What follows belongs to an exercise in optimizing a design on an open flow for small area; a production flow would make more cautious choices.
In this exercise RTL edits were held to simulation tests only and were not proved equivalent to the original.
Power and IR drop assume default switching activity.

==> design/flow/config.mk <==
export PLATFORM = sky130hd
export DESIGN_NAME = vga_writer
export DESIGN_NICKNAME = vga_writer
export VERILOG_FILES = /design/flow/design.v
export SDC_FILE = /design/flow/constraint.sdc
export NUM_CORES = 4
export LEC_CHECK = 0
export CAP_MARGIN = 20
export CORE_MARGIN = 2
export CORE_UTILIZATION = 40
export SLEW_MARGIN = 20
==> design/flow/constraint.sdc <==
create_clock -name core_clock -period 12.0 [get_ports {vclock}]
set_input_delay 2.4000 -clock core_clock [delete_from_list [all_inputs] [get_ports {vclock}]]
set_output_delay 2.4000 -clock core_clock [all_outputs]
set_load 0.01 [all_outputs]
==> design/flow/design.v <==
`timescale 1ns / 1ps
module delayN
	#(parameter NDELAY = 4)
	(clk,in,out);
   input clk;
   input in;
   output out;
   reg [NDELAY-1:0] shiftreg;
   wire 	    out = shiftreg[NDELAY-1];
   always @(posedge clk)
     shiftreg <= {shiftreg[NDELAY-2:0],in};
endmodule  
`timescale 1ns / 1ps
module vga_writer (
   input vclock,
   input reset,
   input [11:0] location,
   input [4:0] orientation,
   input [11:0] target_location,
   input new_data,
   input orientation_ready,
   input [10:0] hcount,
   input [9:0]  vcount,
   input hsync,
   input vsync,
   input blank,
   output phsync,
   output pvsync,
   output pblank,
   output [23:0] pixel
   );
   delayN #(.NDELAY(5)) hdelay (.clk(vclock),.in(hsync),.out(phsync));
   delayN #(.NDELAY(5)) vdelay (.clk(vclock),.in(vsync),.out(pvsync));
   delayN #(.NDELAY(5)) bdelay (.clk(vclock),.in(blank),.out(pblank));
   function [15:0] add16;
      input [15:0] a;
      input [15:0] b;
      input cin;
      integer i;
      reg c;
      begin
         c = cin;
         for (i = 0; i < 16; i = i + 1) begin
            add16[i] = a[i] ^ b[i] ^ c;
            c = (a[i] & b[i]) | (a[i] & c) | (b[i] & c);
         end
      end
   endfunction
   function ltu16;
      input [15:0] a;
      input [15:0] b;
      integer i;
      reg c;
      begin
         c = 1'b0;
         for (i = 0; i < 16; i = i + 1)
            c = (~a[i] & b[i]) | (~(a[i] ^ b[i]) & c);
         ltu16 = c;
      end
   endfunction
   reg [11:0] tloc;
   reg [11:0] rloc;
   reg        rrst;    
   always @(posedge vclock) begin
      if (reset) rrst <= 1'b1;
      else if (!vsync && (new_data | orientation_ready)) begin
         rrst <= 1'b0;
         rloc <= location;
      end
      if (!reset && !vsync) tloc <= target_location;
   end
   function [17:0] p2c;      
      input [11:0] loc;
      reg [7:0] r;
      reg [1:0] c;
      reg sw, xn, c1, c2, c3, nz;
      reg [15:0] p9, p66, o1, o2, t, hi;
      reg [7:0] lo;
      begin
         r = loc[7:0];
         xn   = ((loc[11:8] == 4'd7) | (loc[11:8] == 4'd8) | (loc[11:8] == 4'd9) | (loc[11:8] == 4'd10) | (loc[11:8] == 4'd11) | (loc[11:8] == 4'd12));
         sw   = ((loc[11:8] == 4'd4) | (loc[11:8] == 4'd5) | (loc[11:8] == 4'd6) | (loc[11:8] == 4'd7) | (loc[11:8] == 4'd8));
         c[0] = ((loc[11:8] == 4'd1) | (loc[11:8] == 4'd3) | (loc[11:8] == 4'd5) | (loc[11:8] == 4'd7) | (loc[11:8] == 4'd9) | (loc[11:8] == 4'd11));
         c[1] = (loc[11:8] == 4'd2) | (loc[11:8] == 4'd3) | (loc[11:8] == 4'd4) |
                (loc[11:8] == 4'd8) | (loc[11:8] == 4'd9) | (loc[11:8] == 4'd10);
         c1 = ~c[1] & c[0];
         c2 = c[1] & ~c[0];
         c3 = c[1] & c[0];
         p9  = add16({5'b0, r, 3'b0}, {8'b0, r}, 1'b0);
         p66 = add16({2'b0, r, 6'b0}, {7'b0, r, 1'b0}, 1'b0);
         o1  = c[0] ? p9 : (c2 ? {7'b0, r, 1'b0} : 16'd0);
         o2  = c3 ? p66 : (c2 ? {3'b0, r, 5'b0} : 16'd0);
         t   = add16(o1, o2, 1'b0);
         nz  = |t[7:0];
         hi  = add16({8'b0, r}, ~{8'b0, t[15:8]}, ~nz);
         lo  = c3 ? hi[7:0] : (c2 ? {2'b0, r[7:2]} : (c1 ? p66[15:8] : 8'd0));
         p2c = {1'b0, xn, sw ? lo : hi[7:0], sw ? hi[7:0] : lo};
      end
   endfunction
   wire [17:0] tc = p2c(tloc);
   wire [17:0] rc = p2c(rloc);
   wire [15:0] tz = add16({6'b0, hcount[10:1]}, {8'b0, tc[15:8]} ^ {16{~tc[16]}}, ~tc[16]);
   wire [15:0] tw = add16({7'b0, vcount[9:1]}, {8'b0, tc[7:0]}, vcount[0]);
   wire tsq = ((tz[11:2] == 10'd63) | (tz[11:2] == 10'd64)) &
              ((tw[11:0] == 12'd253) | (tw[11:0] == 12'd254) | (tw[11:0] == 12'd255) |
               ((tw[11:3] == 9'd32) & ~(tw[2] & (tw[1] | tw[0]))));
   wire [7:0]  rxm = rc[15:8] & {8{~rrst}};
   wire [7:0]  ry  = rrst ? 8'd192 : rc[7:0];
   wire [15:0] rz = add16({6'b0, hcount[10:1]}, {8'b0, rxm} ^ {16{~rc[16] | rrst}}, ~rc[16] | rrst);
   wire [15:0] rw = add16({7'b0, vcount[9:1]}, {8'b0, ry}, vcount[0]);
   wire [11:0] rwo = rrst ? 12'd256 : 12'd0;
   wire rsq = ((rz[11:2] == 10'd63) | (rz[11:2] == 10'd64)) &
              (rrst ? ((rw[11:0] == 12'd509) | (rw[11:0] == 12'd510) | (rw[11:0] == 12'd511) |
                       ((rw[11:3] == 9'd64) & ~(rw[2] & (rw[1] | rw[0]))))
                    : ((rw[11:0] == 12'd253) | (rw[11:0] == 12'd254) | (rw[11:0] == 12'd255) |
                       ((rw[11:3] == 9'd32) & ~(rw[2] & (rw[1] | rw[0])))));
   wire [2:0] wl;    
   assign wl[0] = ((rw[2:0] == 3'd6) | (rw[2:0] == 3'd0) | (rw[2:0] == 3'd2) | (rw[2:0] == 3'd4));
   assign wl[1] = ((rw[2:0] == 3'd7) | (rw[2:0] == 3'd0) | (rw[2:0] == 3'd3) | (rw[2:0] == 3'd4));
   assign wl[2] = ((rw[2:0] == 3'd1) | (rw[2:0] == 3'd2) | (rw[2:0] == 3'd3) | (rw[2:0] == 3'd4));
   wire [3:0] dx = {rz[2], rz[1:0], hcount[0]};
   wire [3:0] dy = {wl[2], ~wl[1:0], vcount[0]};
   function [3:0] ab;    
      input [3:0] v;
      begin
         ab[0] = ((v == 4'd1) | (v == 4'd3) | (v == 4'd5) | (v == 4'd7) | (v == 4'd9) | (v == 4'd11) | (v == 4'd13) | (v == 4'd15));
         ab[1] = ((v == 4'd2) | (v == 4'd3) | (v == 4'd6) | (v == 4'd7) | (v == 4'd9) | (v == 4'd10) | (v == 4'd13) | (v == 4'd14));
         ab[2] = ((v == 4'd4) | (v == 4'd5) | (v == 4'd6) | (v == 4'd7) | (v == 4'd9) | (v == 4'd10) | (v == 4'd11) | (v == 4'd12));
         ab[3] = ((v == 4'd8));
      end
   endfunction
   wire [3:0] adx = ab(dx);
   wire [3:0] ady = ab(dy);
   wire [4:0] qa;    
   assign qa[0] = ((orientation == 5'd1) | (orientation == 5'd3) | (orientation == 5'd5) | (orientation == 5'd7) | (orientation == 5'd9) | (orientation == 5'd11) | (orientation == 5'd13) | (orientation == 5'd15) | (orientation == 5'd17) | (orientation == 5'd19) | (orientation == 5'd21) | (orientation == 5'd23) | (orientation == 5'd25) | (orientation == 5'd27) | (orientation == 5'd29) | (orientation == 5'd31));
   assign qa[1] = ((orientation == 5'd2) | (orientation == 5'd3) | (orientation == 5'd6) | (orientation == 5'd9) | (orientation == 5'd10) | (orientation == 5'd14) | (orientation == 5'd15) | (orientation == 5'd18) | (orientation == 5'd21) | (orientation == 5'd22) | (orientation == 5'd26) | (orientation == 5'd27) | (orientation == 5'd30));
   assign qa[2] = ((orientation == 5'd4) | (orientation == 5'd5) | (orientation == 5'd6) | (orientation == 5'd7) | (orientation == 5'd8) | (orientation == 5'd16) | (orientation == 5'd17) | (orientation == 5'd18) | (orientation == 5'd19) | (orientation == 5'd20) | (orientation == 5'd28) | (orientation == 5'd29) | (orientation == 5'd30) | (orientation == 5'd31));
   assign qa[3] = ((orientation == 5'd7) | (orientation == 5'd8) | (orientation == 5'd9) | (orientation == 5'd10) | (orientation == 5'd11) | (orientation == 5'd12) | (orientation == 5'd19) | (orientation == 5'd20) | (orientation == 5'd21) | (orientation == 5'd22) | (orientation == 5'd23) | (orientation == 5'd24) | (orientation == 5'd31));
   assign qa[4] = ((orientation == 5'd13) | (orientation == 5'd14) | (orientation == 5'd15) | (orientation == 5'd16) | (orientation == 5'd17) | (orientation == 5'd18) | (orientation == 5'd19) | (orientation == 5'd20) | (orientation == 5'd21) | (orientation == 5'd22) | (orientation == 5'd23) | (orientation == 5'd24));
   wire [1:0] quad = qa[4:3];
   wire [2:0] ang  = qa[2:0];
   wire on_line = ({ang, adx, ady} == 11'd16) |
                  ({ang, adx, ady} == 11'd32) |
                  ({ang, adx, ady} == 11'd48) |
                  ({ang, adx, ady} == 11'd64) |
                  ({ang, adx, ady} == 11'd80) |
                  ({ang, adx, ady} == 11'd96) |
                  ({ang, adx, ady} == 11'd112) |
                  ({ang, adx, ady} == 11'd128) |
                  ({ang, adx, ady} == 11'd256) |
                  ({ang, adx, ady} == 11'd257) |
                  ({ang, adx, ady} == 11'd258) |
                  ({ang, adx, ady} == 11'd272) |
                  ({ang, adx, ady} == 11'd273) |
                  ({ang, adx, ady} == 11'd274) |
                  ({ang, adx, ady} == 11'd288) |
                  ({ang, adx, ady} == 11'd289) |
                  ({ang, adx, ady} == 11'd290) |
                  ({ang, adx, ady} == 11'd304) |
                  ({ang, adx, ady} == 11'd305) |
                  ({ang, adx, ady} == 11'd306) |
                  ({ang, adx, ady} == 11'd320) |
                  ({ang, adx, ady} == 11'd321) |
                  ({ang, adx, ady} == 11'd322) |
                  ({ang, adx, ady} == 11'd323) |
                  ({ang, adx, ady} == 11'd336) |
                  ({ang, adx, ady} == 11'd337) |
                  ({ang, adx, ady} == 11'd338) |
                  ({ang, adx, ady} == 11'd339) |
                  ({ang, adx, ady} == 11'd352) |
                  ({ang, adx, ady} == 11'd353) |
                  ({ang, adx, ady} == 11'd354) |
                  ({ang, adx, ady} == 11'd355) |
                  ({ang, adx, ady} == 11'd368) |
                  ({ang, adx, ady} == 11'd369) |
                  ({ang, adx, ady} == 11'd370) |
                  ({ang, adx, ady} == 11'd371) |
                  ({ang, adx, ady} == 11'd384) |
                  ({ang, adx, ady} == 11'd385) |
                  ({ang, adx, ady} == 11'd386) |
                  ({ang, adx, ady} == 11'd387) |
                  ({ang, adx, ady} == 11'd388) |
                  ({ang, adx, ady} == 11'd512) |
                  ({ang, adx, ady} == 11'd513) |
                  ({ang, adx, ady} == 11'd514) |
                  ({ang, adx, ady} == 11'd528) |
                  ({ang, adx, ady} == 11'd529) |
                  ({ang, adx, ady} == 11'd530) |
                  ({ang, adx, ady} == 11'd544) |
                  ({ang, adx, ady} == 11'd545) |
                  ({ang, adx, ady} == 11'd546) |
                  ({ang, adx, ady} == 11'd547) |
                  ({ang, adx, ady} == 11'd560) |
                  ({ang, adx, ady} == 11'd561) |
                  ({ang, adx, ady} == 11'd562) |
                  ({ang, adx, ady} == 11'd563) |
                  ({ang, adx, ady} == 11'd576) |
                  ({ang, adx, ady} == 11'd577) |
                  ({ang, adx, ady} == 11'd578) |
                  ({ang, adx, ady} == 11'd579) |
                  ({ang, adx, ady} == 11'd580) |
                  ({ang, adx, ady} == 11'd592) |
                  ({ang, adx, ady} == 11'd593) |
                  ({ang, adx, ady} == 11'd594) |
                  ({ang, adx, ady} == 11'd595) |
                  ({ang, adx, ady} == 11'd596) |
                  ({ang, adx, ady} == 11'd609) |
                  ({ang, adx, ady} == 11'd610) |
                  ({ang, adx, ady} == 11'd611) |
                  ({ang, adx, ady} == 11'd612) |
                  ({ang, adx, ady} == 11'd613) |
                  ({ang, adx, ady} == 11'd626) |
                  ({ang, adx, ady} == 11'd627) |
                  ({ang, adx, ady} == 11'd628) |
                  ({ang, adx, ady} == 11'd629) |
                  ({ang, adx, ady} == 11'd630) |
                  ({ang, adx, ady} == 11'd642) |
                  ({ang, adx, ady} == 11'd643) |
                  ({ang, adx, ady} == 11'd644) |
                  ({ang, adx, ady} == 11'd645) |
                  ({ang, adx, ady} == 11'd646) |
                  ({ang, adx, ady} == 11'd768) |
                  ({ang, adx, ady} == 11'd785) |
                  ({ang, adx, ady} == 11'd802) |
                  ({ang, adx, ady} == 11'd819) |
                  ({ang, adx, ady} == 11'd836) |
                  ({ang, adx, ady} == 11'd853) |
                  ({ang, adx, ady} == 11'd870) |
                  ({ang, adx, ady} == 11'd887) |
                  ({ang, adx, ady} == 11'd904) |
                  ({ang, adx, ady} == 11'd1024) |
                  ({ang, adx, ady} == 11'd1025) |
                  ({ang, adx, ady} == 11'd1026) |
                  ({ang, adx, ady} == 11'd1040) |
                  ({ang, adx, ady} == 11'd1041) |
                  ({ang, adx, ady} == 11'd1042) |
                  ({ang, adx, ady} == 11'd1043) |
                  ({ang, adx, ady} == 11'd1057) |
                  ({ang, adx, ady} == 11'd1058) |
                  ({ang, adx, ady} == 11'd1059) |
                  ({ang, adx, ady} == 11'd1060) |
                  ({ang, adx, ady} == 11'd1061) |
                  ({ang, adx, ady} == 11'd1075) |
                  ({ang, adx, ady} == 11'd1076) |
                  ({ang, adx, ady} == 11'd1077) |
                  ({ang, adx, ady} == 11'd1078) |
                  ({ang, adx, ady} == 11'd1079) |
                  ({ang, adx, ady} == 11'd1092) |
                  ({ang, adx, ady} == 11'd1093) |
                  ({ang, adx, ady} == 11'd1094) |
                  ({ang, adx, ady} == 11'd1095) |
                  ({ang, adx, ady} == 11'd1096) |
                  ({ang, adx, ady} == 11'd1110) |
                  ({ang, adx, ady} == 11'd1111) |
                  ({ang, adx, ady} == 11'd1112) |
                  ({ang, adx, ady} == 11'd1128) |
                  ({ang, adx, ady} == 11'd1280) |
                  ({ang, adx, ady} == 11'd1281) |
                  ({ang, adx, ady} == 11'd1282) |
                  ({ang, adx, ady} == 11'd1283) |
                  ({ang, adx, ady} == 11'd1284) |
                  ({ang, adx, ady} == 11'd1296) |
                  ({ang, adx, ady} == 11'd1297) |
                  ({ang, adx, ady} == 11'd1298) |
                  ({ang, adx, ady} == 11'd1299) |
                  ({ang, adx, ady} == 11'd1300) |
                  ({ang, adx, ady} == 11'd1301) |
                  ({ang, adx, ady} == 11'd1302) |
                  ({ang, adx, ady} == 11'd1303) |
                  ({ang, adx, ady} == 11'd1315) |
                  ({ang, adx, ady} == 11'd1316) |
                  ({ang, adx, ady} == 11'd1317) |
                  ({ang, adx, ady} == 11'd1318) |
                  ({ang, adx, ady} == 11'd1319) |
                  ({ang, adx, ady} == 11'd1320) |
                  ({ang, adx, ady} == 11'd1335) |
                  ({ang, adx, ady} == 11'd1336) |
                  ({ang, adx, ady} == 11'd1537) |
                  ({ang, adx, ady} == 11'd1538) |
                  ({ang, adx, ady} == 11'd1539) |
                  ({ang, adx, ady} == 11'd1540) |
                  ({ang, adx, ady} == 11'd1541) |
                  ({ang, adx, ady} == 11'd1542) |
                  ({ang, adx, ady} == 11'd1543) |
                  ({ang, adx, ady} == 11'd1544) |
                  ({ang, adx, ady} == 11'd1808) |
                  ({ang, adx, ady} == 11'd1824) |
                  ({ang, adx, ady} == 11'd1840) |
                  ({ang, adx, ady} == 11'd1856) |
                  ({ang, adx, ady} == 11'd1872) |
                  ({ang, adx, ady} == 11'd1888) |
                  ({ang, adx, ady} == 11'd1904) |
                  ({ang, adx, ady} == 11'd1920);
   wire dx0 = (dx == 4'd0);
   wire dy0 = (dy == 4'd0);
   wire xle = dx[3] | dx0;
   wire xge = ~dx[3];
   wire yle = dy[3] | dy0;
   wire yge = ~dy[3];
   reg right_q;
   always @(*) begin
      case (quad)
         2'd1: right_q = xle & yge;
         2'd2: right_q = xle & yle;
         2'd3: right_q = xge & yle;
         default: right_q = xge & yge;
      endcase
   end
   wire [1:0] ob = !rsq ? 2'b00 : ((right_q & on_line) ? 2'b10 : 2'b01);
   wire oob = ltu16(16'd771, {5'b0, hcount}) | ltu16({5'b0, hcount}, 16'd253) |
              ltu16({6'b0, vcount}, 16'd253) | ltu16(16'd515, {6'b0, vcount});
   wire brd = ~ltu16({5'b0, hcount}, 16'd768) | ltu16({5'b0, hcount}, 16'd257) |
              ltu16({6'b0, vcount}, 16'd257) | ~ltu16({6'b0, vcount}, 16'd512);
   wire       neg = ~hcount[9];
   wire [7:0] u   = hcount[7:0] ^ {8{neg}};       
   wire [7:0] v   = vcount[7:0];                  
   wire [7:0] yc  = ~v;                           
   wire [15:0] e45 = add16({8'b0, u}, {8'b0, v}, neg);
   wire l45 = (e45 == 16'd255) | (e45 == 16'd256) | (e45 == 16'd257);
   wire [15:0] s17 = add16({4'b0, u, 4'b0}, {8'b0, u}, 1'b0);
   wire [15:0] s17n = add16(s17, {9'b0, neg, 1'b0, neg, 4'b0}, 1'b0);
   wire [15:0] e15 = add16({9'b0, s17n[12:6]}, {8'b0, v}, 1'b0);
   wire l15 = (e15 == 16'd255) | (e15 == 16'd256) | (e15 == 16'd257);
   wire ulo = ~u[7] & ~(u[6] & (u[5] | u[4] | u[3]));
   wire [15:0] t75 = add16({9'h1FF, ~u[6:0]}, {11'b0, neg, 2'b0, neg, 1'b1}, 1'b0);
   wire [15:0] s75 = add16({5'b0, u[6:0], 4'b0}, t75, 1'b0);
   wire [15:0] e75 = add16({6'b0, s75[11:2]}, {8'b0, v}, 1'b0);
   wire l75 = ulo & ~ltu16(e75, 16'd253) & ltu16(e75, 16'd260);
   function arcp;
      input [7:0] uu;
      input n;
      input [7:0] yy;
      input [7:0] m;
      input [7:0] ye;
      arcp = (uu == (n ? m - 8'd1 : m)) && (yy == ye - 8'd1);
   endfunction
   wire arc = arcp(u, neg, yc, 8'd224, 8'd16) | arcp(u, neg, yc, 8'd192, 8'd16) |
              arcp(u, neg, yc, 8'd160, 8'd16) | arcp(u, neg, yc, 8'd144, 8'd128) |
              arcp(u, neg, yc, 8'd128, 8'd144) | arcp(u, neg, yc, 8'd88, 8'd40) |
              arcp(u, neg, yc, 8'd40, 8'd88) | arcp(u, neg, yc, 8'd16, 8'd160) |
              arcp(u, neg, yc, 8'd16, 8'd192) | arcp(u, neg, yc, 8'd16, 8'd224);
   wire gb = ~oob & (brd | l15 | l45 | l75 | arc);
   reg [3:0] gp;
   reg [1:0] op1, op2, op3, op4;
   always @(posedge vclock) begin
      gp  <= {gp[2:0], gb};
      op1 <= ob;
      op2 <= op1;
      op3 <= op2;
      op4 <= op3;
   end
   reg [2:0] tp;       
   reg [2:0] rp;       
   reg [2:0] col;      
   reg [2:0] pix;
   wire rR = orientation_ready ? op4[1] : rp[2];
   wire rB = orientation_ready & op4[0];
   wire g4 = gp[3];
   wire t4 = tp[2];
   always @(posedge vclock) begin
      if (!reset && vsync) begin
         tp  <= {tp[1:0], tsq};
         rp  <= {rp[1:0], rsq};
         col <= {rR | (~rB & ~t4 & g4), t4 | (~rR & ~rB & g4), rB | (~rR & ~t4 & g4)};
         pix <= col;
      end
   end
   assign pixel = {{8{pix[2]}}, {8{pix[1]}}, {8{pix[0]}}};
endmodule
==> design/flow/run.sh <==
#!/bin/bash
# synth_recipe.tcl (not shown) runs the flow's synth.tcl, then flattens the netlist and writes it again
# the make line also repeats each setting of config.mk as NAME=value (left out here)
make -C /OpenROAD-flow-scripts/flow DESIGN_CONFIG=/design/flow/config.mk WORK_HOME=/design/flow/orfs CLKGATE_MAP_FILE= SYNTH_SCRIPT=/design/flow/synth_recipe.tcl finish
==> key figures, run 1 <==
Placed design
  – Placed insts: 1341
  – Placed inst area: 9957 um2
  – Hpwl dp: 18.34 mm
  – Port bufs: 83
  – GPL Wtd Cong: 0.8808

Timing
  – Fin crit share: 0.9226
  – Min cycle time layout: 11.07 ns
  – Setup violators final: 0
  – TNS Setup: 0 ns
  – Worst slew pin tran: 0.9327 ns
  – Hold Violations, Final: 0
  – Slew margin rel.: 0.3782
  – RSZ-0062 raised after global routing: false
  – Final slew viol count: 0
  – Worst hold margin: 0.3150 ns
  – Clk_skew: 0.008515 ns
  – Fmax: 90.32 MHz

Final layout
  – Post-Layout Cell Count: 1361
  – Fin nets: 1299
  – # fillers: 2179
  – Commonest cells after routing, fill and taps aside: fa_1, inv_1, nand2_1, nor2_1, clkdlybuf4s50_1
  – Post-route cell area: 10290 um2
  – Area Overhead vs Synth: 13.60%
  – Share of layout cells above drive strength 1: 0.05019
  – ANT cells: 0
  – Leading cell type in the layout, fill and taps excluded: fa_1

Global routing
  – GRT Total Usage: 0.1992
  – Largest net degree at the start of global routing: 29
  – Vias in the first global route: 7407
  – Antenna violations before repair: 0
  – First-pass GRT wire length: 38.34 mm
  – GRT overflow: 0

Setup path
  – Worst r2r dst: op1[0]
  – Crit path top cell by count: fa_1
  – CP required: 12.25 ns
  – R2R Setup Slk: 0.93 ns
  – Critical R2R Launch: rloc[11]
  – CP Class: reg2reg
  – Crit-path max FO: 15
  – Kind of end point of the critical path: flop
  – Slowest stage delay, CP: 0.64 ns
  – Reg2reg path depth: 42
  – Worst path slowest cell: or4b_2
  – CP arrival: 11.33 ns
  – Startpoint types: flop

Pwr
  – Comb pwr share: 0.617
  – Power, Total: 1342 uW
  – Sw Share: 0.4504
  – Leak pwr: 0.004153 uW
  – Int Pwr: 737.6 uW
  – Max IR drop VDD: 0.06224 mV
  – Sequential Power Share: 0.192
  – Pwr dens: 130.5 nW/um2
  – Share of total power in the clock network: 0.191
  – NetSw: 604.6 uW

Route
  – DR iter-0 viols: 692
  – WL final: 23.39 mm
  – DRT antenna net count: 0
  – DR DRC count: 0
  – Routed len/inst: 17.19 um
  – DRT Pass-1 Iters: 5
  – Total number of vias: 7731
  – Via/cell ratio: 5.680

Clock tree
  – CTS tree: yes
  – Post-CTS Hold Buffers: 0
  – Clock transition at path regs: 0.06 ns
  – Later-pin clock latency in the skew report: 0.34 ns
  – CTS Buf Count: 9
  – H-tree Lvls: 3
  – CTS Sinks: 64
  – Clock Tree Buf Depth: 2
  – CTS Root Buffer Type: clkbuf_16

Synth
  – EDFF count, synth: 36
  – Post-Syn Area: 9055 um2
  – Post-synthesis sequential area ratio: 0.1813
  – Avg Inst Size Synth: 8.774 um2
  – Ys Warns: 2
  – Ys async rst share: 0
  – #FFs+latches synth: 64
  – Mapped Nets: 1260
  – Synth Instances: 1032
  – Most common flop cell mapped by yosys: edfxtp_1
  – Yosys cell types: 77

Job
  – Max Cap Viol: 0

Floorplanning
  – Initial core utilization: 0.4036
  – IO Count: 84
  – Core area: 22430 um2
  – Area of the die: 23860 um2
  – Die width: 154.5 um
  – Die height: 154.5 um
  – Row count: 55

Min path
  – Worst hold path depth: 0
  – Hold WC Path Type: reg2reg
  – Hold Crit Start: op1[0]
  – Hold worst-path end: op2[0]

Run status
  – Status: timing/DRC/antenna clean
timing repair:
action | in CTS | in global routing
endpoints found under the setup margin | 0 | 3
setup buffers | 0 | 4
gates resized for setup | 0 | 1
endpoints found under the hold margin | 0 | 0
synth_stat cells, types with 8 or more instances:
cell type	instances	area, um2
nor2_1	86	322.8
xor2_1	8	70.07
nand2_1	94	352.8
o22ai_1	25	156.4
a21oi_1	53	265.3
clkbuf_1	40	150.1
nand2b_1	11	68.82
and3_1	8	50.05
inv_1	99	371.6
xnor2_1	31	271.5
ha_1	64	800.8
fa_1	107	2142
o21ai_0	59	295.3
buf_4	21	157.7
a22oi_1	13	97.59
and2_1	11	68.82
nor4_1	14	87.58
nand4_1	15	93.84
nand3_1	23	115.1
edfxtp_1	36	1081
nor2b_1	11	68.82
dfxtp_1	28	560.5
or2_2	8	50.05
nor3_1	25	125.1
a31oi_1	10	62.56
layout make-up:
cell class	count	area, um2	share of cell area
multi-input cells	801	6698	0.6511
flip-flops and latches	64	1642	0.1596
repair buffers	95	920.9	0.08953
inverters	100	375.4	0.03649
well taps	285	356.6	0.03467
clock buffers	12	267.8	0.02603
clock inverters	4	26.28	0.002554
registers in the layout, summed over array words and instances, names as in the netlist:
signal           flops
tloc                12
gp                   4
op3                  2
rloc                12
op1                  2
bdelay.shiftreg      5
pix                  3
op4                  2
op2                  2
tp                   3
hdelay.shiftreg      5
vdelay.shiftreg      5
col                  3
rrst                 1
rp                   3
worst max-delay path by stage:
| stage | startpoint | to | slack (ns) | depth (start not counted) |
|---|---|---|---|---|
| after detailed placement | rloc[10] | op1[0] | 0.87 | 42 |
| after global routing | rloc[11] | op1[0] | 0.04 | 42 |
| after floorplan | rloc[9] | op1[0] | 1.89 | 39 |
| final | rloc[11] | op1[0] | 0.93 | 42 |
| after global placement | rloc[10] | op1[0] | 1.12 | 42 |
| after CTS | rloc[10] | op1[0] | 0.79 | 42 |
critical path: cells and delay by family, from the launching register on:
kind	cells	cell delay [ns]
adders and majority gates	15	5.21
and+or+nand+nor	11	2.41
AOI/OAI and AO/OA	10	2.26
DFF	1	0.60
buffers and inverters	6	0.51
cells by family after synthesis:
| group | share of synthesized area |
|---|---|
| AND/OR/NAND/NOR | 0.1896 |
| XOR/XNOR | 0.04256 |
| flip-flops | 0.1813 |
| buffers and inverters | 0.07959 |
| adder cells (fa/ha/maj) | 0.3261 |
| AO/OA/AOI/OAI | 0.1719 |
| multiplexers | 0.008982 |
power by group through the flow:
| stage | combinational (uW) | sequential, uW | clock (uW) |
|---|---|---|---|
| 6_report | 828 | 258 | 256 |
| 5_1_grt | 938 | 260 | 272 |
| 4_1_cts | 822 | 258 | 262 |
| 3_5_place_dp | 816 | 262 | 0 |
| 3_3_place_gp | 806 | 262 | 0 |
| 2_1_floorplan | 617 | 255 | 0 |
routing by layer:
| metal | global-route usage | part of all wire | up-vias |
|---|---|---|---|
| met1 | 0.2718 | 0.45 | 3736 |
| li1 | - | - | 3683 |
| met2 | 0.3393 | 0.49 | 274 |
| met3 | 0.02550 | 0.048 | 38 |
| met4 | 0.04541 | 0.017 | 0 |
| met5 | 0 | 0 | - |
per-stage QoR:
stage	utilization	worst slack (ns)
global placement	0.4438	1.116
floorplan	-	1.886
detailed placement	0.4438	0.8671
global route	0.4585	0.03831
finish	0.4585	0.9283
CTS	0.4569	0.7878
==> run 2, diff against run 1 <==
--- a/design/flow/config.mk
+++ b/design/flow/config.mk
@@ -5,7 +5,9 @@
 export SDC_FILE = /design/flow/constraint.sdc
 export NUM_CORES = 4
 export LEC_CHECK = 0
+export ABC_AREA = 1
 export CAP_MARGIN = 20
 export CORE_MARGIN = 2
-export CORE_UTILIZATION = 40
+export CORE_UTILIZATION = 60
+export CTS_BUF_LIST = sky130_fd_sc_hd__clkbuf_2 sky130_fd_sc_hd__clkbuf_4
 export SLEW_MARGIN = 20
==> run 2 against run 1 <==
Against the previous run:
- utilization is 23 points higher
- sequential share of layout area is 1.2 points higher
- clock skew is 0.0093 ns higher
- non-clock buffer count is 11 lower
- area after synthesis is 6.0% lower
- still clean
- critical endpoint unchanged
- largest power group unchanged
- maximum frequency is 8.3% higher
- wire length is 17% lower
- largest cell class unchanged
- synthesized cell count is 2.3% higher
==> key figures, run 2 <==
Run status
  – Status: timing/DRC/antenna clean

Clock tree
  – Post-cts sizing count: 0
  – H-tree Lvls: 3
  – CTS Buf Count: 9
  – Later-pin clock latency in the skew report: 0.45 ns
  – Clock transition at path regs: 0.10 ns
  – Clock Tree Buf Depth: 2
  – Setup bufs post-CTS: 0
  – CTS tree: yes
  – CTS Sinks: 64
  – CTS Root Buffer Type: clkbuf_4
  – Post-CTS Hold Buffers: 0

Setup path
  – Crit path top cell by count: fa_1
  – CP Class: reg2reg
  – Crit-path max FO: 13
  – Top delay family on crit path: adder cells
  – CP required: 12.33 ns
  – CP arrival: 10.55 ns
  – Kind of end point of the critical path: flop
  – Worst path slowest cell: nor2_1
  – Slowest stage delay, CP: 0.71 ns
  – Startpoint types: flop
  – Buf+Inv Stages, Crit Path: 7

Placed design
  – Hpwl dp: 16.27 mm
  – GPL Wtd Cong: 0.9505
  – Place WS: 1.837 ns
  – Port bufs: 83

Route
  – DRT antenna net count: 0
  – DR iter-0 viols: 678
  – Routed len/inst: 14.92 um
  – DRT Pass-1 Iters: 6
  – Total number of vias: 7196
  – WL final: 19.52 mm
  – Via/cell ratio: 5.502
  – DR DRC count: 0

Synth
  – Top cells by area, synth: fa_1, edfxtp_1, ha_1, inv_1, nand2_1
  – Count leader, synth: inv_1
  – Mapped Nets: 1284
  – Ys async rst share: 0
  – EDFF count, synth: 36
  – Most common flop cell mapped by yosys: edfxtp_1
  – Share of the synthesized area in the top cell type: 0.2516
  – Most instantiated cells after synthesis: inv_1, nand2_1, nor2_1, fa_1, o21ai_0
  – #FFs+latches synth: 64
  – Yosys cell types: 56
  – Avg Inst Size Synth: 8.062 um2
  – Post-Syn Area: 8513 um2
  – Post-synthesis sequential area ratio: 0.1928
  – Ys Warns: 2
  – Synth Instances: 1056
  – Biggest area consumer among synthesized cells: fa_1

Final layout
  – Commonest cells after routing, fill and taps aside: inv_1, nand2_1, nor2_1, fa_1, clkdlybuf4s50_1
  – Largest regs: rloc x12, tloc x12
  – Area Overhead vs Synth: 12.13%
  – Leading cell type in the layout, fill and taps excluded: inv_1
  – Fin nets: 1348
  – # fillers: 1217
  – Share of layout cells above drive strength 1: 0.04178

Floorplanning
  – Initial core utilization: 0.6133
  – Row count: 43
  – Core area: 13880 um2
  – IO Count: 84
  – Die width: 123.1 um
  – Die height: 123.1 um
  – Area of the die: 15160 um2

Global routing
  – First-pass GRT wire length: 32.47 mm
  – GRT overflow: 0
  – Largest net degree at the start of global routing: 24
  – GRT Total Usage: 0.2773
  – Vias in the first global route: 6860
  – Antenna violations before repair: 1

Timing
  – RSZ-0062 raised after global routing: false
  – Final slew viol count: 0
  – Setup violators final: 0
  – Hold Violations, Final: 0
  – Worst slew pin tran: 0.8297 ns
  – Clk_skew: 0.01781 ns
  – Fin crit share: 0.8517
  – TNS Setup: 0 ns
  – Final worst slack: 1.780 ns
  – Fmax: 97.85 MHz
  – Min cycle time layout: 10.22 ns
  – Slew margin rel.: 0.4469

Pwr
  – Share of total power in the clock network: 0.149
  – Comb pwr share: 0.626
  – NetSw: 525.5 uW
  – Sw Share: 0.4664
  – Max IR drop VDD: 0.07843 mV
  – Pwr dens: 118.0 nW/um2
  – Leak pwr: 0.004506 uW
  – Sequential Power Share: 0.225
  – Int Pwr: 601.1 uW

Min path
  – Hold WC Path Type: reg2reg

Job
  – Max Cap Viol: 0
==> run 2: changes by cell type after synthesis, moves of 23 or more <==
| cell | delta |
|---|---|
| a21oi_1 | -35 |
| clkbuf_1 | -31 |
| inv_1 | +110 |
| nand2_1 | +71 |
| nor2_1 | +25 |
| o22ai_1 | -23 |
==> run 2: kinds of logic (layout without fill, tap and decap cells) <==
family | Yosys count | count (layout) | share of synthesized area
xor+xnor | 29 | 29 | 0.02984
simple gates | 413 | 413 | 0.2191
compound gates | 132 | 132 | 0.09318
flops | 64 | 64 | 0.1928
fa+ha+maj | 172 | 172 | 0.3469
other cells | 0 | 3 | 0
buf+inv | 246 | 315 | 0.1182
==> run 2: per-layer routing <==
layer | up-vias | global-route usage | wire, um | share of wire
met2 | 301 | 0.4489 | 8985 | 0.46
met1 | 3340 | 0.3817 | 8709 | 0.45
met5 | - | 0 | 0 | 0
met4 | 0 | 0.09588 | 447 | 0.023
met3 | 42 | 0.04336 | 1376 | 0.070
li1 | 3513 | - | - | -
==> run 2: power by group through the flow <==
stage	Combinational (uW)	Clock (uW)	Sequential (uW)
2_1_floorplan	529	0	255
3_3_place_gp	686	0	258
3_5_place_dp	697	0	259
4_1_cts	701	172	254
5_1_grt	818	179	255
6_report	705	168	254
==> run 2: layout make-up <==
cell class / count / area (um2) / share of cell area
Multi-Input combinational cell: 746 / 5868 / 0.6148
Antenna cell: 3 / 7.507 / 0.0007865
Tap cell: 180 / 225.2 / 0.02359
Clock buffer: 10 / 75.07 / 0.007865
Timing Repair Buffer: 84 / 838.3 / 0.08782
Clock inverter: 6 / 82.58 / 0.008651
Sequential cell: 64 / 1642 / 0.1720
Inverter: 215 / 807.0 / 0.08455
==> run 2: path summary, 6_finish.rpt <==
check / from / to / slack, ns / depth (start not counted)
setup / recovery: rloc[10] / op1[0] / 1.78 / 36
hold / removal: vdelay.shiftreg[3] / vdelay.shiftreg[4] / 0.33 / 0
setup reg to reg: rloc[10] / op1[0] / 1.78 / 36
hold reg to reg: vdelay.shiftreg[3] / vdelay.shiftreg[4] / 0.33 / 0
==> run 2: stage by stage <==
step	hold WS, ns	cells	area, um2	util	total power, uW
finish	0.3313	1308	9545	0.6877	1127
global route	0.3351	1307	9543	0.6875	1253
CTS	0.3251	1305	9535	0.6869	1127
detailed placement	0.3121	1289	9378	0.6756	955.8
global placement	0.3095	1289	9378	0.6756	944.7
floorplan	0.3096	1056	8513	-	784.5
==> run 3, diff against run 2 <==
==> design/flow/flow/run.sh (new file) <==
#!/bin/bash
# Layout flow: the standard flow (standard.sh) with two changes.
# 1. Synthesis is ORFS's own synthesis script with the full-adder extraction
#    step off (ADDER_MAP_FILE empty, no Kogge-Stone adder map) and abc run with
#    an area script (flow/abc_deep.script: &deepsyn, then area mapping), so the
#    arithmetic is optimised together with the logic around it. Registers are
#    inferred, mapped and named exactly as in the standard synthesis.
# 2. Port buffers are the smallest buffer cell (buf_1) instead of the default.
# Each step's full output goes to its own log here (synth.log, layout.log);
# ORFS's per-step logs are under orfs/logs.
set -euo pipefail
W=$(pwd)
mkdir -p "$W/syn_scripts"
for f in "$FLOW_HOME"/scripts/*; do ln -sf "$f" "$W/syn_scripts/"; done
rm -f "$W/syn_scripts/abc_area.script"
cp "$W/flow/abc_deep.script" "$W/syn_scripts/abc_area.script"
SCRIPTS_DIR="$W/syn_scripts" ADDER_MAP_FILE= SYNTH_OPERATIONS_ARGS=-noshare ABC_AREA=1 \
  bash standard.sh synth > "$W/synth.log" 2>&1
BUFFER_PORTS_ARGS="-buffer_cell sky130_fd_sc_hd__buf_1" \
  bash standard.sh > "$W/layout.log" 2>&1
==> design/flow/flow/abc_deep.script (new file) <==
strash
&get -n
&deepsyn -T 120 -S 1
&put
dch -f
map -a
topo
==> design/flow/standard.sh (new file) <==
#!/bin/bash
# synth_recipe.tcl (not shown) runs the flow's synth.tcl, then flattens the netlist and writes it again
# the make line also repeats each setting of config.mk as NAME=value (left out here)
make -C /OpenROAD-flow-scripts/flow DESIGN_CONFIG=/design/flow/config.mk WORK_HOME=/design/flow/orfs CLKGATE_MAP_FILE= SYNTH_SCRIPT=/design/flow/synth_recipe.tcl "${@:-finish}"
==> design/flow/config.mk (replaced) <==
export PLATFORM = sky130hd
export DESIGN_NAME = vga_writer
export DESIGN_NICKNAME = vga_writer
export VERILOG_FILES = /design/flow/design.v
export SDC_FILE = /design/flow/constraint.sdc
export NUM_CORES = 4
export LEC_CHECK = 0
export CAP_MARGIN = 20
export CORE_MARGIN = 2
export CORE_UTILIZATION = 60
export CTS_BUF_LIST = sky130_fd_sc_hd__clkbuf_4 sky130_fd_sc_hd__clkbuf_8
export SLEW_MARGIN = 20
removed: design/flow/run.sh
==> run 3 against run 2 <==
Against the previous run:
- still clean on timing, DRC and antenna
- global-route usage grew 3.6 points
- final cell count up 15%
- flip-flop and latch count stayed put
- critical path type unchanged
- critical endpoint is now rp[0]
==> key figures, run 3 <==
Final layout
  – Leading cell type in the layout, fill and taps excluded: nor2_1
  – Area Overhead vs Synth: 7.474%
  – ANT cells: 0
  – Fin nets: 1388
  – Largest regs: rloc x12, tloc x12
  – Commonest cells after routing, fill and taps aside: nor2_1, nand2_1, clkinv_1, o21ai_0, xor2_1
  – Share of layout cells above drive strength 1: 0.04566

Setup path
  – Top delay family on crit path: compound AO/OA/AOI/OAI gates
  – Reg2reg path depth: 38
  – CP required: 11.98 ns
  – Crit-path max FO: 8
  – Crit path top cell by count: o21ai_0
  – CP arrival: 7.65 ns
  – CP Class: reg2reg
  – Startpoint types: flop
  – Worst path slowest cell: a2111oi_0
  – Critical R2R Launch: rloc[4]
  – Kind of end point of the critical path: flop
  – Buf+Inv Stages, Crit Path: 3
  – Slowest stage delay, CP: 0.74 ns
  – R2R Setup Slk: 4.33 ns
  – Worst r2r dst: rp[0]

Timing
  – Setup violators final: 0
  – Hold Violations, Final: 0
  – Final slew viol count: 0
  – Worst slew pin tran: 0.9806 ns
  – Slew margin rel.: 0.3439
  – RSZ-0062 raised after global routing: false
  – Min cycle time layout: 7.668 ns
  – Fmax: 130.4 MHz
  – Final worst slack: 4.332 ns
  – Fin crit share: 0.6390
  – Clk_skew: 0.01397 ns
  – TNS Setup: 0 ns

Route
  – DR iter-0 viols: 876
  – WL met2: 9.873 mm
  – DR DRC count: 0
  – DR top layer: met4
  – DRT Pass-1 Iters: 6
  – DRT antenna net count: 0
  – Total number of vias: 8702
  – Routed len/inst: 14.15 um
  – WL final: 21.34 mm
  – DR WL met3: 1.790 mm
  – Metal-1 WL: 9.262 mm
  – Via/cell ratio: 5.771

Synth
  – Yosys cell types: 44
  – #FFs+latches synth: 64
  – Count leader, synth: nor2_1
  – Mapped Nets: 1314
  – Top cells by area, synth: edfxtp_1, nor2_1, nand2_1, xor2_1, clkinv_1
  – Share of the synthesized area in the top cell type: 0.1410
  – Avg Inst Size Synth: 6.100 um2
  – Post-Syn Area: 7667 um2
  – Ys Warns: 2
  – Post-synthesis sequential area ratio: 0.2141
  – Synth Instances: 1257
  – Most instantiated cells after synthesis: nor2_1, nand2_1, clkinv_1, o21ai_0, xor2_1
  – EDFF count, synth: 36
  – Ys async rst share: 0
  – Most common flop cell mapped by yosys: edfxtp_1
  – Biggest area consumer among synthesized cells: edfxtp_1

Clock tree
  – Post-cts sizing count: 0
  – Clock transition at path regs: 0.07 ns
  – CTS tree: yes
  – Post-CTS Hold Buffers: 0
  – CTS Buf Count: 9
  – CTS Root Buffer Type: clkbuf_8
  – Clock Tree Buf Depth: 2
  – Later-pin clock latency in the skew report: 0.32 ns
  – Setup bufs post-CTS: 0
  – CTS Sinks: 64
  – H-tree Lvls: 3

Floorplanning
  – IO Count: 84
  – Die width: 117.0 um
  – Row count: 41
  – Area of the die: 13700 um2
  – Die height: 117.0 um
  – Initial core utilization: 0.6101
  – Core area: 12570 um2

Global routing
  – Vias in the first global route: 7433
  – GRT overflow: 0
  – GRT Total Usage: 0.3130
  – Antenna violations before repair: 0
  – First-pass GRT wire length: 34.64 mm
  – Largest net degree at the start of global routing: 18

Placed design
  – Port bufs: 83
  – Place WS: 4.259 ns
  – Hpwl dp: 17.25 mm
  – GPL Wtd Cong: 1.010

Run status
  – Status: timing/DRC/antenna clean

Pwr
  – Max IR drop VDD: 0.1373 mV
  – Pwr dens: 124.9 nW/um2
  – Leak pwr: 0.003187 uW

Min path
  – Hold WC Path Type: reg2reg
  – Hold Crit Start: op2[0]
  – Worst hold path depth: 0
  – Hold worst-path end: op3[0]

Job
  – Max Cap Viol: 0
run 3: changes by cell type in the layout (fill, tap and decap cells not counted), moves of 66 or more:
cell             change
inv_1              -209
clkinv_1           +168
nor2_1             +144
fa_1               -107
buf_1               +83
clkdlybuf4s50_1     -83
nand2_1             +76
xor2_1              +66
run 3: stage by stage:
stage | utilization | hold slack, ns | instance area [um2] | cells | total power, uW
after floorplan | - | 0.3096 | 7667 | 1257 | 723.0
after global placement | 0.6400 | 0.3099 | 8044 | 1492 | 834.3
after detailed placement | 0.6400 | 0.3143 | 8044 | 1492 | 839.3
after CTS | 0.6557 | 0.3247 | 8240 | 1508 | 1023
after global routing | 0.6557 | 0.3322 | 8240 | 1508 | 1118
final | 0.6557 | 0.3258 | 8240 | 1508 | 1029
run 3: per-layer routing:
metal,global-route usage,vias up
li1,-,4366
met1,0.4307,3898
met2,0.5187,399
met3,0.04171,39
met4,0.08706,0
met5,0,-
run 3: worst max path at each step:
stage	from	end	slack [ns]	depth (start not counted)
2_1_floorplan	rloc[4]	op1[1]	5.59	39
3_3_place_gp	hcount[9]	gp[0]	4.45	27
3_5_place_dp	hcount[9]	gp[0]	4.26	27
4_1_cts	rloc[4]	rp[0]	4.39	38
5_1_grt	rloc[4]	op1[1]	3.43	39
6_report	rloc[4]	rp[0]	4.33	38
run 3: where the power goes:
group	switching (uW)	internal, uW
combinational	389	205
sequential	11.4	243
clock	84.3	95.8
run 3: final cells by class:
| type | instances | area (um2) |
|---|---|---|
| Clock buffer | 9 | 123.9 |
| Timing Repair Buffer | 84 | 319.1 |
| Inverter | 171 | 641.9 |
| Fill cell | 1252 | 4328 |
| Sequential cell | 64 | 1642 |
| Multi-Input combinational cell | 1001 | 5226 |
| Clock inverter | 7 | 72.57 |
| Tap cell | 172 | 215.2 |
run 3: cell families after synthesis:
| family | count (synthesis) | share of synthesized area |
|---|---|---|
| buffers and inverters | 192 | 0.1043 |
| AND/OR/NAND/NOR | 618 | 0.3329 |
| AO/OA/AOI/OAI | 263 | 0.2100 |
| flip-flops | 64 | 0.2141 |
| multiplexers | 1 | 0.001306 |
| adder cells (fa/ha/maj) | 9 | 0.01175 |
| XOR/XNOR | 110 | 0.1257 |
==> run 4, diff against run 3 <==
--- a/design/flow/flow/run.sh
+++ b/design/flow/flow/run.sh
@@ -2,7 +2,7 @@
 # Layout flow: the standard flow (standard.sh) with two changes.
 # 1. Synthesis is ORFS's own synthesis script with the full-adder extraction
 #    step off (ADDER_MAP_FILE empty, no Kogge-Stone adder map) and abc run with
-#    an area script (flow/abc_deep.script: &deepsyn, then area mapping), so the
+#    an area script (flow/abc_deep.script: &deepsyn, then amap area mapping), so the
 #    arithmetic is optimised together with the logic around it. Registers are
 #    inferred, mapped and named exactly as in the standard synthesis.
 # 2. Port buffers are the smallest buffer cell (buf_1) instead of the default.
==> design/flow/flow/abc_deep.script (replaced) <==
strash
&get -n
&deepsyn -T 120 -S 1
&put
dch -f
amap
topo
==> run 4 against run 3 <==
Against the previous run:
- final cell count is 9.4% lower
- via count is 3.0% lower
- maximum frequency down 3.7%
- register-to-register slack got worse by 0.29 ns
- total power is 14% lower
- synthesized cell count shrank 9.0%
- design area shrank 8.3%
- die area is 8.1% lower
- first-iteration DRC count increased by 31%
- flip-flop and latch count is the same
- area after synthesis down 8.3%
- critical path depth up 2
- largest cell class unchanged
==> key figures, run 4 <==
Run status
  – Status: timing/DRC/antenna clean

Global routing
  – Largest net degree at the start of global routing: 22
  – First-pass GRT wire length: 33.89 mm
  – Vias in the first global route: 7174
  – GRT overflow: 0
  – Antenna violations before repair: 0
  – GRT Total Usage: 0.3242

Route
  – Via/cell ratio: 6.174
  – DR iter-0 viols: 1148
  – DRT antenna net count: 0
  – DRT Pass-1 Iters: 7
  – Routed len/inst: 14.94 um
  – DR DRC count: 0
  – WL final: 20.43 mm
  – Total number of vias: 8440

Setup path
  – Worst r2r dst: op1[0]
  – CP required: 12.29 ns
  – Crit path top cell by count: nor2_1
  – Crit-path max FO: 7
  – Startpoint types: flop
  – Reg2reg path depth: 40
  – R2R Setup Slk: 4.04 ns
  – Worst path slowest cell: a21oi_1
  – Kind of end point of the critical path: flop
  – CP arrival: 8.25 ns
  – Slowest stage delay, CP: 0.50 ns
  – Critical R2R Launch: rloc[1]
  – CP Class: reg2reg

Synth
  – Avg Inst Size Synth: 6.143 um2
  – #FFs+latches synth: 64
  – Share of the synthesized area in the top cell type: 0.1538
  – Post-Syn Area: 7028 um2
  – Biggest area consumer among synthesized cells: edfxtp_1
  – Largest family of logic cells by synthesized area: compound AO/OA/AOI/OAI gates
  – Mux cell area share after synthesis: 0
  – Yosys cell types: 52
  – Count leader, synth: nor2_1
  – EDFF count, synth: 36
  – Post-synthesis compound-gate area fraction: 0.3951
  – Most common flop cell mapped by yosys: edfxtp_1
  – XOR/XNOR share of the synthesized area: 0.001246
  – Adder-cell share of the synthesized area: 0
  – Mapped Nets: 1201
  – Synth Instances: 1144
  – Ys Warns: 2
  – Top cells by area, synth: edfxtp_1, nor2_1, o21ai_0, a21oi_1, dfxtp_1
  – Most instantiated cells after synthesis: nor2_1, o21ai_0, nand2_1, a21oi_1, clkinv_1
  – Post-synthesis sequential area ratio: 0.2336
  – Post-Synth Simple-Gate Area: 0.2873
  – Ys async rst share: 0

Pwr
  – NetSw: 410.8 uW
  – Int Pwr: 476.3 uW
  – Power, Total: 887.1 uW
  – Pwr dens: 117.4 nW/um2
  – Share of total power in the clock network: 0.183
  – Sw Share: 0.4631
  – Leak pwr: 0.002528 uW
  – Max IR drop VDD: 0.09070 mV
  – Comb pwr share: 0.530
  – Sequential Power Share: 0.287

Floorplanning
  – Core area: 11420 um2
  – Area of the die: 12600 um2
  – IO Count: 84
  – Row count: 39
  – Die width: 112.2 um
  – Die height: 112.2 um
  – Initial core utilization: 0.6155

Timing
  – Fin crit share: 0.6634
  – RSZ-0062 raised after global routing: false
  – Worst hold margin: 0.3276 ns
  – Hold Violations, Final: 0
  – Final worst slack: 4.039 ns
  – Setup violators final: 0
  – Worst slew pin tran: 0.9547 ns
  – Fmax: 125.6 MHz
  – Min cycle time layout: 7.961 ns
  – Final slew viol count: 0
  – TNS Setup: 0 ns
  – Clk_skew: 0.008845 ns
  – Slew margin rel.: 0.3568

Final layout
  – # fillers: 1078
  – Share of layout cells above drive strength 1: 0.01552
  – Fin nets: 1276
  – Leading cell type in the layout, fill and taps excluded: nor2_1
  – ANT cells: 0
  – Area Overhead vs Synth: 7.495%
  – Post-route cell area: 7555 um2
  – Largest regs: rloc x12, tloc x12
  – Commonest cells after routing, fill and taps aside: nor2_1, o21ai_0, nand2_1, a21oi_1, clkinv_1

Clock tree
  – CTS Sinks: 64
  – Later-pin clock latency in the skew report: 0.35 ns
  – Post-CTS Hold Buffers: 0
  – Post-cts sizing count: 0
  – CTS Buf Count: 9
  – CTS tree: yes
  – Clock transition at path regs: 0.07 ns
  – H-tree Lvls: 3
  – Clock Tree Buf Depth: 2
  – CTS Root Buffer Type: clkbuf_8
  – Setup bufs post-CTS: 0

Placed design
  – Place WS: 3.995 ns
  – GPL Wtd Cong: 1.023
  – Port bufs: 83
  – Hpwl dp: 16.12 mm
  – Placed inst area: 7368 um2

Min path
  – Worst hold path depth: 0
  – Hold WC Path Type: reg2reg
  – Hold Crit Start: hdelay.shiftreg[2]
  – Hold worst-path end: hdelay.shiftreg[3]

Job
  – Max Cap Viol: 0
run 4: cell count changes after synthesis, moves of 23 or more:
cell,previous run,this run
nor2_1,254,231
nand2_1,241,144
xor2_1,86,0
clkinv_1,171,113
o21ai_0,100,168
xnor2_1,24,1
nand3_1,43,16
o22ai_1,8,57
a21oi_1,61,115
run 4: area by class of cell:
class                           instances  area (um2)  share of cell area
Sequential cell                        64        1642              0.2173
Tap cell                              143       178.9             0.02368
Inverter                              113       424.2             0.05614
Clock inverter                          6       45.04            0.005962
Clock buffer                           10       131.4             0.01739
Timing Repair Buffer                   85       326.6             0.04323
Multi-Input combinational cell        946        4807              0.6363
run 4: metal layers:
| layer | up-vias | share of wire | global-route usage |
|---|---|---|---|
| li1 | 4336 | - | - |
| met1 | 3627 | 0.44 | 0.4543 |
| met2 | 430 | 0.45 | 0.5217 |
| met3 | 47 | 0.092 | 0.05832 |
| met4 | 0 | 0.019 | 0.08130 |
| met5 | - | 0 | 0 |
run 4: cell families after synthesis:
| kind of cell | count (synthesis) |
|---|---|
| buf+inv | 134 |
| compound gates | 465 |
| flops | 64 |
| simple gates | 480 |
| xor+xnor | 1 |
run 4: power groups by stage:
| stage | clock network, uW | registers (uW) | logic, uW |
|---|---|---|---|
| finish | 162 | 255 | 470 |
| global route | 176 | 256 | 536 |
| CTS | 167 | 254 | 458 |
| detailed placement | 0 | 259 | 456 |
| global placement | 0 | 259 | 451 |
| floorplan | 0 | 256 | 360 |
run 4: worst max path at each step:
stage | startpoint | endpoint | cells after the start
finish | rloc[1] | op1[0] | 40
global route | rloc[4] | op1[0] | 40
CTS | rloc[4] | op1[0] | 40
detailed placement | hcount[9] | gp[0] | 29
global placement | hcount[9] | gp[0] | 29
floorplan | hcount[9] | gp[0] | 28
run 4: critical path: cells and delay by family (launching register included):
| kind | cells | cell delay, ns |
|---|---|---|
| buf+inv | 4 | 0.80 |
| compound gates | 22 | 4.63 |
| flops | 1 | 0.44 |
| simple gates | 14 | 2.02 |
run 4: stage by stage:
step | utilization | std cells
after global placement | 0.6453 | 1350
after CTS | 0.6608 | 1366
after floorplan | - | 1144
after global routing | 0.6616 | 1367
after detailed placement | 0.6453 | 1350
final | 0.6616 | 1367
==> run 5, diff against run 4 <==
--- a/design/flow/config.mk
+++ b/design/flow/config.mk
@@ -8,5 +8,7 @@
 export CAP_MARGIN = 20
 export CORE_MARGIN = 2
 export CORE_UTILIZATION = 60
-export CTS_BUF_LIST = sky130_fd_sc_hd__clkbuf_4 sky130_fd_sc_hd__clkbuf_8
+export CTS_BUF_LIST = sky130_fd_sc_hd__clkbuf_8 sky130_fd_sc_hd__clkbuf_16
+export CTS_CLUSTER_DIAMETER = 100
+export CTS_CLUSTER_SIZE = 32
 export SLEW_MARGIN = 20
==> run 5 against run 4 <==
Against the previous run:
- clock skew is 0.0032 ns lower
- total power is 8.3% higher
- register-to-register slack better by 0.08 ns
- die area stayed put
- clock-buffer cell count is 1 lower
- synthesized cell count stayed put
- non-clock buffer count stayed put
- utilization is 0.85 points higher
- global-route usage is 0.076 points higher
- flip-flop and latch count stayed put
- critical path depth stayed put
- first-iteration DRC count is 0.35% lower
- critical path type unchanged
==> key figures, run 5 <==
Timing
  – Slew margin rel.: 0.3639
  – Worst slew pin tran: 0.9542 ns
  – RSZ-0062 raised after global routing: false
  – Fmax: 126.9 MHz
  – Setup violators final: 0
  – TNS Setup: 0 ns
  – Clk_skew: 0.005687 ns
  – Min cycle time layout: 7.882 ns
  – Hold Violations, Final: 0
  – Final slew viol count: 0
  – Fin crit share: 0.6568

Clock tree
  – Clock Tree Buf Depth: 2
  – Post-cts sizing count: 0
  – CTS Sinks: 64
  – CTS Root Buffer Type: clkbuf_16
  – Later-pin clock latency in the skew report: 0.34 ns
  – CTS tree: yes
  – CTS Buf Count: 9
  – H-tree Lvls: 3
  – Setup bufs post-CTS: 0
  – Clock transition at path regs: 0.05 ns
  – Post-CTS Hold Buffers: 0

Synth
  – Share of the synthesized area in the top cell type: 0.1538
  – Biggest area consumer among synthesized cells: edfxtp_1
  – Most instantiated cells after synthesis: nor2_1, o21ai_0, nand2_1, a21oi_1, clkinv_1
  – Post-Syn Area: 7028 um2
  – Synth Instances: 1144
  – Post-synthesis compound-gate area fraction: 0.3951
  – Ys Warns: 2
  – EDFF count, synth: 36
  – Mux cell area share after synthesis: 0
  – Largest family of logic cells by synthesized area: compound AO/OA/AOI/OAI gates
  – Adder-cell share of the synthesized area: 0
  – XOR/XNOR share of the synthesized area: 0.001246
  – #FFs+latches synth: 64
  – Ys async rst share: 0
  – Count leader, synth: nor2_1
  – Mapped Nets: 1201
  – Yosys cell types: 52
  – Top cells by area, synth: edfxtp_1, nor2_1, o21ai_0, a21oi_1, dfxtp_1
  – Avg Inst Size Synth: 6.143 um2
  – Most common flop cell mapped by yosys: edfxtp_1
  – Post-Synth Simple-Gate Area: 0.2873
  – Post-synthesis sequential area ratio: 0.2336

Pwr
  – Max IR drop VDD: 0.1254 mV
  – Leak pwr: 0.002574 uW
  – Pwr dens: 125.6 nW/um2

Setup path
  – Kind of end point of the critical path: flop
  – Startpoint types: flop
  – Crit path top cell by count: nor2_1
  – Slowest stage delay, CP: 0.49 ns
  – CP arrival: 8.16 ns
  – CP Class: reg2reg
  – CP required: 12.27 ns
  – Worst path slowest cell: a21oi_1
  – Crit-path max FO: 7

Floorplanning
  – Row count: 39
  – Core area: 11420 um2
  – Area of the die: 12600 um2
  – Die width: 112.2 um
  – IO Count: 84
  – Initial core utilization: 0.6155
  – Die height: 112.2 um

Final layout
  – Leading cell type in the layout, fill and taps excluded: nor2_1
  – Seq. cell area: 1642 um2
  – Area of the multi-input gates: 4807 um2
  – Post-Layout Cell Count: 1367
  – Commonest cells after routing, fill and taps aside: nor2_1, o21ai_0, nand2_1, a21oi_1, clkinv_1
  – Area Overhead vs Synth: 8.884%
  – # fillers: 1063
  – Share of layout cells above drive strength 1: 0.01471
  – ANT cells: 0
  – Largest regs: rloc x12, tloc x12
  – Fin nets: 1276

Global routing
  – GRT overflow: 0
  – Grt peak-use layer: met2
  – GRT Total Usage: 0.3250
  – Antenna violations before repair: 0
  – Vias in the first global route: 7191
  – GRT met2 Usage: 0.5245
  – Largest net degree at the start of global routing: 22
  – First-pass GRT wire length: 33.95 mm
  – M3 GR Usage: 0.05508
  – Met1 Use GR: 0.4538

Route
  – DRT Pass-1 Iters: 5
  – WL final: 20.53 mm
  – Via/cell ratio: 6.155
  – DRT antenna net count: 0
  – Total number of vias: 8414
  – DR DRC count: 0
  – DR iter-0 viols: 1144
  – Routed len/inst: 15.02 um

Placed design
  – Port bufs: 83
  – GPL Wtd Cong: 1.023
  – Placed insts: 1350
  – Hpwl dp: 16.12 mm

Job
  – Max Cap Viol: 0

Min path
  – Hold WC Path Type: reg2reg

Run status
  – Status: timing/DRC/antenna clean
-- run 5: worst paths after layout --
path / from / cells after the start / slack [ns] / endpoint
hold / removal: hdelay.shiftreg[3] / 0 / 0.32 / hdelay.shiftreg[4]
setup reg to reg: rloc[1] / 40 / 4.12 / op1[0]
hold reg to reg: hdelay.shiftreg[3] / 0 / 0.32 / hdelay.shiftreg[4]
setup / recovery: rloc[1] / 40 / 4.12 / op1[0]
-- run 5: through the flow --
step	setup WS [ns]	utilization	power, uW	hold slack [ns]	cell area [um2]
after floorplan	5.604	-	615.6	0.3096	7028
after global placement	4.010	0.6453	710.4	0.3104	7368
after detailed placement	3.995	0.6453	715.1	0.3121	7368
after CTS	4.246	0.6693	951.2	0.3245	7642
after global routing	3.104	0.6702	1039	0.3269	7652
final	4.118	0.6702	960.9	0.3246	7652
-- run 5: routing by layer --
| metal | wire, um | share of wire |
|---|---|---|
| met1 | 8964 | 0.44 |
| met3 | 1972 | 0.096 |
| met4 | 353 | 0.017 |
| met5 | 0 | 0 |
| met2 | 9242 | 0.45 |
-- run 5: area by class of cell --
cell class,instances,share of cell area
Timing Repair Buffer,85,0.04267
Multi-Input combinational cell,946,0.6282
Inverter,113,0.05543
Clock buffer,9,0.02943
Clock inverter,7,0.006377
Sequential cell,64,0.2145
Tap cell,143,0.02338
-- run 5: power breakdown --
group	leakage [uW]	switching, uW	internal (uW)	total, uW
Sequential	0.000572	11.6	243	255
Clock	0.000137	95.8	139	235
Combinational	0.00186	315	155	471
-- run 5: logic make-up (layout without fill, tap and decap cells) --
family	count (synthesis)	after routing
xor+xnor	1	1
flops	64	64
buf+inv	134	214
simple gates	480	480
compound gates	465	465
-- run 5: critical path, delay by kind of cell, from the launching register on --
| kind | cells | cell delay, ns |
|---|---|---|
| flops | 1 | 0.43 |
| compound gates | 22 | 4.58 |
| buf+inv | 4 | 0.79 |
| simple gates | 14 | 2.00 |

## afterwards: timing with drivers on the ports
The flow's constraints put no driver on any port. The routed layouts listed below were extracted and timed again, unchanged, in two steps. Step 1 sets driving cells, clkbuf_16 on the clock port and buf_2 on the other inputs (assumed; they add their load-dependent delay and slew). Step 2 adds t to the input delays and takes it off the output delays; t is the mean of the earliest and latest rising clock arrival at the registers after step 1. Input paths then give back, and output paths get back, about the clock's delay inside the block. a / b / c = ideal / step 1 / step 2; a / b = the first two.
| run | t, ns | setup slack, ns | worst setup path at the end | pins driven straight from the clock port |
|---|---|---|---|---|
| run 1 | 0.371 | 0.928 / 0.928 / 0.928 | register to register | 1 |
| run 2 | 0.480 | 1.780 / 1.780 / 1.780 | register to register | 1 |
| run 3 | 0.342 | 4.332 / 4.332 / 4.073 | input to register | 1 |
| run 4 | 0.379 | 4.039 / 4.039 / 3.805 | input to register | 1 |
| run 5 | 0.374 | 4.118 / 4.118 / 3.762 | input to register | 1 |
After both steps every run listed still meets setup and hold. For run 5, which loses most, drivers alone change the setup slack by 0.000 ns; drivers and shift together by -0.356 ns.
